This is an optimization exercise on Yosys and OpenROAD, whose aim is small area, not a production implementation. Only simulation tests tie the RTL to the original design; equivalence was not proved.

## flow/design.v (module list and top-level ports; edited modules follow where they fit)
// module display: 13084 lines
module display(pclk, rst, head_A, body_A, head_B, body_B, game_board_data, snake_data, food_time, food_count, state, winner, len_a, len_b, raddr1, raddr2, rgb, hs, vs, an, c
);
  // ...
==> flow/flow/run.sh <==
#!/bin/bash
# Own layout flow: the standard synthesis, then the combinational logic
# between the (unchanged) registers is re-mapped for area with ABC (dch +
# amap, a few variants, keeping the smallest), then the standard layout from floorplan on, with the port
# buffers made from the smallest buffer cell and a clock tree of small
# clock buffers. Each tool's output goes to a
# log file of its own in this folder.
set -euo pipefail
RES=orfs/results/${FLOW_PLATFORM}/display/base
LOGS=orfs/logs/${FLOW_PLATFORM}/display/base
YOSYS=$(command -v yosys || echo "$FLOW_HOME/../tools/install/yosys/bin/yosys")

bash standard.sh synth > std_synth.log 2>&1

cp $RES/1_2_yosys.v std_1_2_yosys.v
grep -o -- "-dont_use [A-Za-z0-9_]*" $LOGS/1_2_yosys.log | sort -u | tr '\n' ' ' > dont_use.txt
# a few area mapping scripts; keep the smallest result
LIB=$FLOW_HOME/platforms/${FLOW_PLATFORM}/lib/sky130_fd_sc_hd__tt_025C_1v80.lib
best=""; best_area=""
for m in map1 map2 map3 map4; do
  LIB=$LIB IN=std_1_2_yosys.v OUT=resynth_$m.v ABCS=flow/$m.abc STAT=resynth_stat_$m.txt \
    "$YOSYS" -c flow/resynth.tcl > resynth_$m.log 2>&1
  a=$(awk '/Chip area/ {print $NF}' resynth_stat_$m.txt)
  echo "$m $a" >> resynth_areas.txt
  if [[ -z "$best" ]] || awk -v a="$a" -v b="$best_area" 'BEGIN {exit !(a < b)}'; then
    best=$m; best_area=$a
  fi
done
echo "chosen $best $best_area" >> resynth_areas.txt
cp resynth_$best.v $RES/1_2_yosys.v
rm -f $RES/1_synth.odb $RES/1_synth.sdc

CTS="-sink_clustering_enable -repair_clock_nets -root_buf sky130_fd_sc_hd__clkbuf_8 -buf_list sky130_fd_sc_hd__clkbuf_4 -dont_use_dummy_load"
bash standard.sh "BUFFER_PORTS_ARGS=-buffer_cell sky130_fd_sc_hd__buf_1" "CTS_ARGS=$CTS" finish > std_finish.log 2>&1
test -f out/final.def
==> flow/flow/map1.abc <==
strash
dch -f
amap
strash
dch -f
amap
topo
==> flow/flow/map2.abc <==
strash
dch -f
amap
strash
dch -f
map -a
strash
dch -f
amap
topo
==> flow/flow/map3.abc <==
strash
dch -f
amap
strash
dch -f
amap
strash
dch -f
amap
topo
==> flow/flow/map4.abc <==
strash
dch -f
amap
topo
==> flow/flow/resynth.tcl <==
# Re-map the combinational logic of the standard synthesis's netlist. The
# registers (and tie cells) are kept as they are, with their names.
set lib $::env(LIB)
yosys read_liberty -ignore_miss_func $lib
yosys read_verilog $::env(IN)
yosys hierarchy -top $::env(FLOW_TOP)
yosys setattr -mod -set keep_hierarchy 1 sky130_fd_sc_hd__df* sky130_fd_sc_hd__sdf* sky130_fd_sc_hd__ed* sky130_fd_sc_hd__dl* sky130_fd_sc_hd__conb_1
yosys flatten
yosys rename -hide w:*.*
yosys opt_clean -purge
yosys tee -o resynth_before.txt stat
set du [string trim [read [open dont_use.txt]]]
yosys abc -script $::env(ABCS) -liberty $lib {*}$du
yosys opt_clean -purge
yosys hilomap -singleton -hicell sky130_fd_sc_hd__conb_1 HI -locell sky130_fd_sc_hd__conb_1 LO
yosys insbuf -buf sky130_fd_sc_hd__buf_4 A X
yosys blackbox sky130_fd_sc_hd__*
yosys read_liberty -lib $lib
yosys tee -o $::env(STAT) stat -liberty $lib
yosys check -assert -mapped
yosys write_verilog -noattr -nohex -nodec $::env(OUT)
==> flow/standard.sh <==
#!/bin/bash
# synth_recipe.tcl (not shown) runs the flow's synth.tcl, then flattens the netlist and writes it again
# the make line also repeats each setting of config.mk as NAME=value (left out here)
make -C /OpenROAD-flow-scripts/flow DESIGN_CONFIG=/design/flow/config.mk WORK_HOME=/design/flow/orfs CLKGATE_MAP_FILE= SYNTH_SCRIPT=/design/flow/synth_recipe.tcl "${@:-finish}"
==> flow/config.mk <==
export PLATFORM = sky130hd
export DESIGN_NAME = display
export DESIGN_NICKNAME = display
export VERILOG_FILES = /design/flow/design.v
export SDC_FILE = /design/flow/constraint.sdc
export NUM_CORES = 4
export LEC_CHECK = 0
export ABC_AREA = 1
export CAP_MARGIN = 20
export CORE_MARGIN = 2
export CORE_UTILIZATION = 55
export GPL_TIMING_DRIVEN = 0
export PLACE_DENSITY = 0.75
export SLEW_MARGIN = 20
==> flow/constraint.sdc <==
create_clock -name core_clock -period 40.0 [get_ports {pclk}]
set_input_delay 8.0000 -clock core_clock [delete_from_list [all_inputs] [get_ports {pclk}]]
set_output_delay 8.0000 -clock core_clock [all_outputs]
set_load 0.01 [all_outputs]
==> parameters.txt, run 1 <==
Parameter                              Value

Drt
  Number of detailed-route iterations in the first pass    6
  Metal3 WL    around 1.6 mm
  ANT nets after route    0
  Uppermost layer routed    met4

Worst hold path
  Min-delay worst type    flip-flop to flip-flop
  Startpoint of the tightest hold check path    g_LEN_cnt[7]

Finish
  Register ranked first by flip-flop count    raddr2
  Number of clock buffers in the layout    9
  Layout sequential cell count    61
  Leading cell kind    multi-input combinational cells
  Highest-count cells in the layout ignoring fill and taps    334 x sky130_fd_sc_hd__nor2_1, 196 x sky130_fd_sc_hd__buf_1, 186 x sky130_fd_sc_hd__nand2_1, 176 x sky130_fd_sc_hd__clkinv_1, 138 x sky130_fd_sc_hd__o21ai_0
  Commonest non-fill, non-tap cell in the layout    sky130_fd_sc_hd__nor2_1

Outcome
  Outcome    finished clean

Timing
  Final min period    33730 ps
  Max-slew headroom    33.8%
  Slew Limit Fails    0
  Final number of hold-violating endpoints    0
  Final hold slack    between 400 and 500 ps
  Setup TNS    0 ps

Floorplan
  Initial Utilization    56.5%
  Top Ports    201
  Floorplan die height    approximately 130 um
  Die span in x    127 um

Synthesis
  Post-synth net total    around 1600
  Area of the mapped netlist    8280 um^2
  Post-synthesis average cell area    between 5 and 6 um^2

Place
  Cell total after placement    1842
  GPL Wtd Cong    0.985

Global route
  Number of global-route vias before repair    9377
  Wire length of the first global-routing pass    40.6 mm

Clocking
  Clock buffer depth    2
  Quantity of hold-fixing buffers added after cts    0
  Htree depth    3
  Clock tree from TritonCTS    done

Critical path
  FF-to-FF End    rgb[3]
  Critical path endpoint    c[1]
  Buffers and inverters on the worst path    22
  CP startpoint kind    primary input
==> inputs of run 2 (changes only) <==
--- a/flow/flow/run.sh
+++ b/flow/flow/run.sh
@@ -30,6 +30,6 @@
 cp resynth_$best.v $RES/1_2_yosys.v
 rm -f $RES/1_synth.odb $RES/1_synth.sdc
 
-CTS="-sink_clustering_enable -repair_clock_nets -root_buf sky130_fd_sc_hd__clkbuf_8 -buf_list sky130_fd_sc_hd__clkbuf_4 -dont_use_dummy_load"
+CTS="-sink_clustering_enable -repair_clock_nets -root_buf sky130_fd_sc_hd__clkbuf_4 -buf_list sky130_fd_sc_hd__clkbuf_4 -dont_use_dummy_load"
 bash standard.sh "BUFFER_PORTS_ARGS=-buffer_cell sky130_fd_sc_hd__buf_1" "CTS_ARGS=$CTS" finish > std_finish.log 2>&1
 test -f out/final.def
--- a/flow/config.mk
+++ b/flow/config.mk
@@ -8,7 +8,7 @@
 export ABC_AREA = 1
 export CAP_MARGIN = 20
 export CORE_MARGIN = 2
-export CORE_UTILIZATION = 55
+export CORE_UTILIZATION = 65
 export GPL_TIMING_DRIVEN = 0
-export PLACE_DENSITY = 0.75
+export PLACE_DENSITY = 0.8
 export SLEW_MARGIN = 20
==> run 2 against run 1 <==
Against the previous run:
- worst setup slack got worse by 250 ps
- design area fell by 0.80%
- routed wire length fell by 4.4%
- critical path type unchanged
==> parameters.txt, run 2 <==
Parameter                              Value

Critical path
  CP startpoint kind    primary input
  Kind of end point of the critical path    output port
  Critical Setup Path Class    primary input to output port
  Critical-path cell with the highest stage delay    sky130_fd_sc_hd__a2111oi_1
  R2r setup slk    33880 ps
  Most frequent cell on the critical path    sky130_fd_sc_hd__nor2_1
  Worst stage delay on the critical path    740 ps
  Worst reg2reg path startpoint    g_Info_h_reg_6_
  CP Data Arrival Time    ~26000 ps
  Largest driver fanout on the critical path    4
  Worst-case reg-to-reg path depth    18
  FF-to-FF End    rgb[3]
  Req. time, crit path    about 32000 ps

Synthesis
  Post-synth net total    1607 (unchanged)
  Area of the mapped netlist    8280 um^2 (unchanged)
  Post-synthesis cell count    between 1000 and 1500
  Number of warnings reported in the yosys synthesis log    1
  Post-synthesis average cell area    5.67 um^2 (unchanged)

Global route
  Number of global-route vias before repair    9435 (+0.62%)
  Wire length of the first global-routing pass    38.6 mm (-4.9%)
  Overall fraction of global-route tracks in use    33.5%
  Antenna violations before repair    0
  Remaining Overflow, GRT    0
  Pin count of the biggest net entering global routing    39

Clocking
  Htree depth    3 (unchanged)
  Root buffer cell    sky130_fd_sc_hd__clkbuf_4
  Clock buffer depth    2 (unchanged)
  Clock tree from TritonCTS    done
  Sink count of the clock tree    61
  Worst-skew pair later-pin latency    430 ps
  Quantity of hold-fixing buffers added after cts    0 (unchanged)
  Cts repair resizes    0
  Clock-pin transition on the worst setup and hold timing paths    100 ps
  Number of buffers added by the clock tree synthesis step    9
  # Post-CTS Setup Buffers    0

Flow run
  Maxcap violations    0

Finish
  Number of flip-flops in the largest register    13
  Final #Nets    1815
  Layout cell share with drive strength beyond 1    0.840%
  Commonest non-fill, non-tap cell in the layout    sky130_fd_sc_hd__nor2_1
  Largest registers in the final layout    raddr2 (13), rgb (12)
  Register ranked first by flip-flop count    raddr2
  Highest-count cells in the layout ignoring fill and taps    334 x sky130_fd_sc_hd__nor2_1, 196 x sky130_fd_sc_hd__buf_1, 186 x sky130_fd_sc_hd__nand2_1, 176 x sky130_fd_sc_hd__clkinv_1, 138 x sky130_fd_sc_hd__o21ai_0
  Layout Area Growth over Synthesis    12.5%

Floorplan
  Die span in x    117 um (-7.8%)
  Top Ports    201 (unchanged)
  Number of cell rows    slightly above 40
  Core ar.    ~13000 um^2
  Die area    13700 um^2
  Floorplan die height    117 um (-7.8%)
  Initial Utilization    66.1% (+9.6 points)

Timing
  Fmax    29.4 MHz
  Final min period    33980 ps (+250 ps)
  Slew Limit Fails    0 (unchanged)
  Max Clock Skew    around 24 ps
  Slew of the pin with the lowest slew margin    around 1100 ps
  Unrepaired setup endpoints after global routing    no
  Share of the clock period used by the worst path after layout    84.9%
  Setup TNS    0 ps (unchanged)
  Final worst slack    6020 ps
  Max-slew headroom    28.7% (-5.1 points)
  Final setup violation count    0
  Final number of hold-violating endpoints    0 (unchanged)

Worst hold path
  Min-delay worst type    flip-flop to flip-flop
  Worst hold path depth    2
  Terminating pin of the worst hold path    g_LEN_cnt[8]
  Startpoint of the tightest hold check path    g_LEN_cnt[7]

Drt
  Post-DR wirelength/cell    12.9 um
  ANT nets after route    0 (unchanged)
  Number of detailed-route iterations in the first pass    6 (unchanged)
  Number of remaining DRC errors    0
  Routed via count divided by cell count    6.10
  Via total after detailed routing    11233
  Initial DRC Count    746
  Final WL    around 24 mm

Place
  Dpl hpwl    19.2 mm
  Dpl ws    6110 ps
  Buffers on Ports    196
  GPL Wtd Cong    1.04 (+5.4%)

Outcome
  Outcome    finished clean
-- run 2: per-layer routing --
metal	global-route usage, %	part of all wire [%]	up-vias
met2	59.0	47	415
li1	-	-	5766
met1	41.2	43	4980
met3	5.66	7.3	72
met5	0	0	-
met4	12.5	2.7	0
-- run 2: layout make-up --
class                      count  area, um^2
buffer                         1        7.51
antenna                        1        2.50
multi-input combinational   1222        6390
fill                        1147        3200
inverter                     177         664
sequential                    61        1220
timing repair buffer         197         741
clock buffer                   9        67.6
tap                          172         215
-- run 2: how the worst max path moves through the flow --
| stage | to | from | cells past startpoint | slack (ps) |
|---|---|---|---|---|
| 2_1_floorplan | c[1] | len_b[31] | 100 | 8500 |
| 3_3_place_gp | c[1] | len_b[31] | 100 | 6950 |
| 3_5_place_dp | c[1] | len_b[31] | 102 | 6110 |
| 4_1_cts | c[1] | len_b[31] | 100 | 6070 |
| 5_1_grt | c[1] | len_b[31] | 100 | 3440 |
| 6_report | c[1] | len_b[31] | 100 | 6020 |
-- run 2: through the flow --
| stage | hold WS [ps] | utilization [%] | area [um^2] | cells |
|---|---|---|---|---|
| CTS | 424 | 74.4 | 9310 | 1839 |
| detailed placement | 430 | 73.8 | 9240 | 1830 |
| finish | 417 | 74.4 | 9310 | 1840 |
| global route | 418 | 74.4 | 9310 | 1839 |
| floorplan | 403 | - | 8280 | 1461 |
| global placement | 419 | 73.7 | 9230 | 1829 |
-- run 2: critical path: cells and delay by family --
kind	cells	cell delay, ps
buffers and inverters	22	2660
and+or+nand+nor	50	7300
AOI/OAI and AO/OA	28	7970

what the ideal ports hide:
Ports are ideal in the flow. The routed layouts listed here were re-timed in OpenROAD. Step 1 (the two cells are an assumption about what drives the block):
set clk [get_ports {pclk}]
set_driving_cell -lib_cell sky130_fd_sc_hd__clkbuf_16 $clk
set_driving_cell -lib_cell sky130_fd_sc_hd__buf_2 [delete_from_list [all_inputs] $clk]
Step 2 also shifts input and output timing later by t, the mid clock arrival at the registers, as if the neighbouring blocks saw the same clock. Slacks: ideal / step 1 / step 2; pairs: ideal / step 1.
| run | shift t [ns] | setup slack, ns | hold slack, ns | worst slew at a driven data input, ns | pins driven straight from the clock port |
|---|---|---|---|---|---|
| run 1 | 0.376 | 6.270 / 6.250 / 6.250 | 0.440 / 0.440 / 0.440 | 0.07 | 1 |
| run 2 | 0.444 | 6.020 / 6.001 / 6.001 | 0.417 / 0.417 / 0.417 | 0.06 | 1 |
After both steps every run listed still meets setup and hold. For run 1, which loses most, drivers alone change the setup slack by -0.020 ns; drivers and shift together by -0.020 ns.
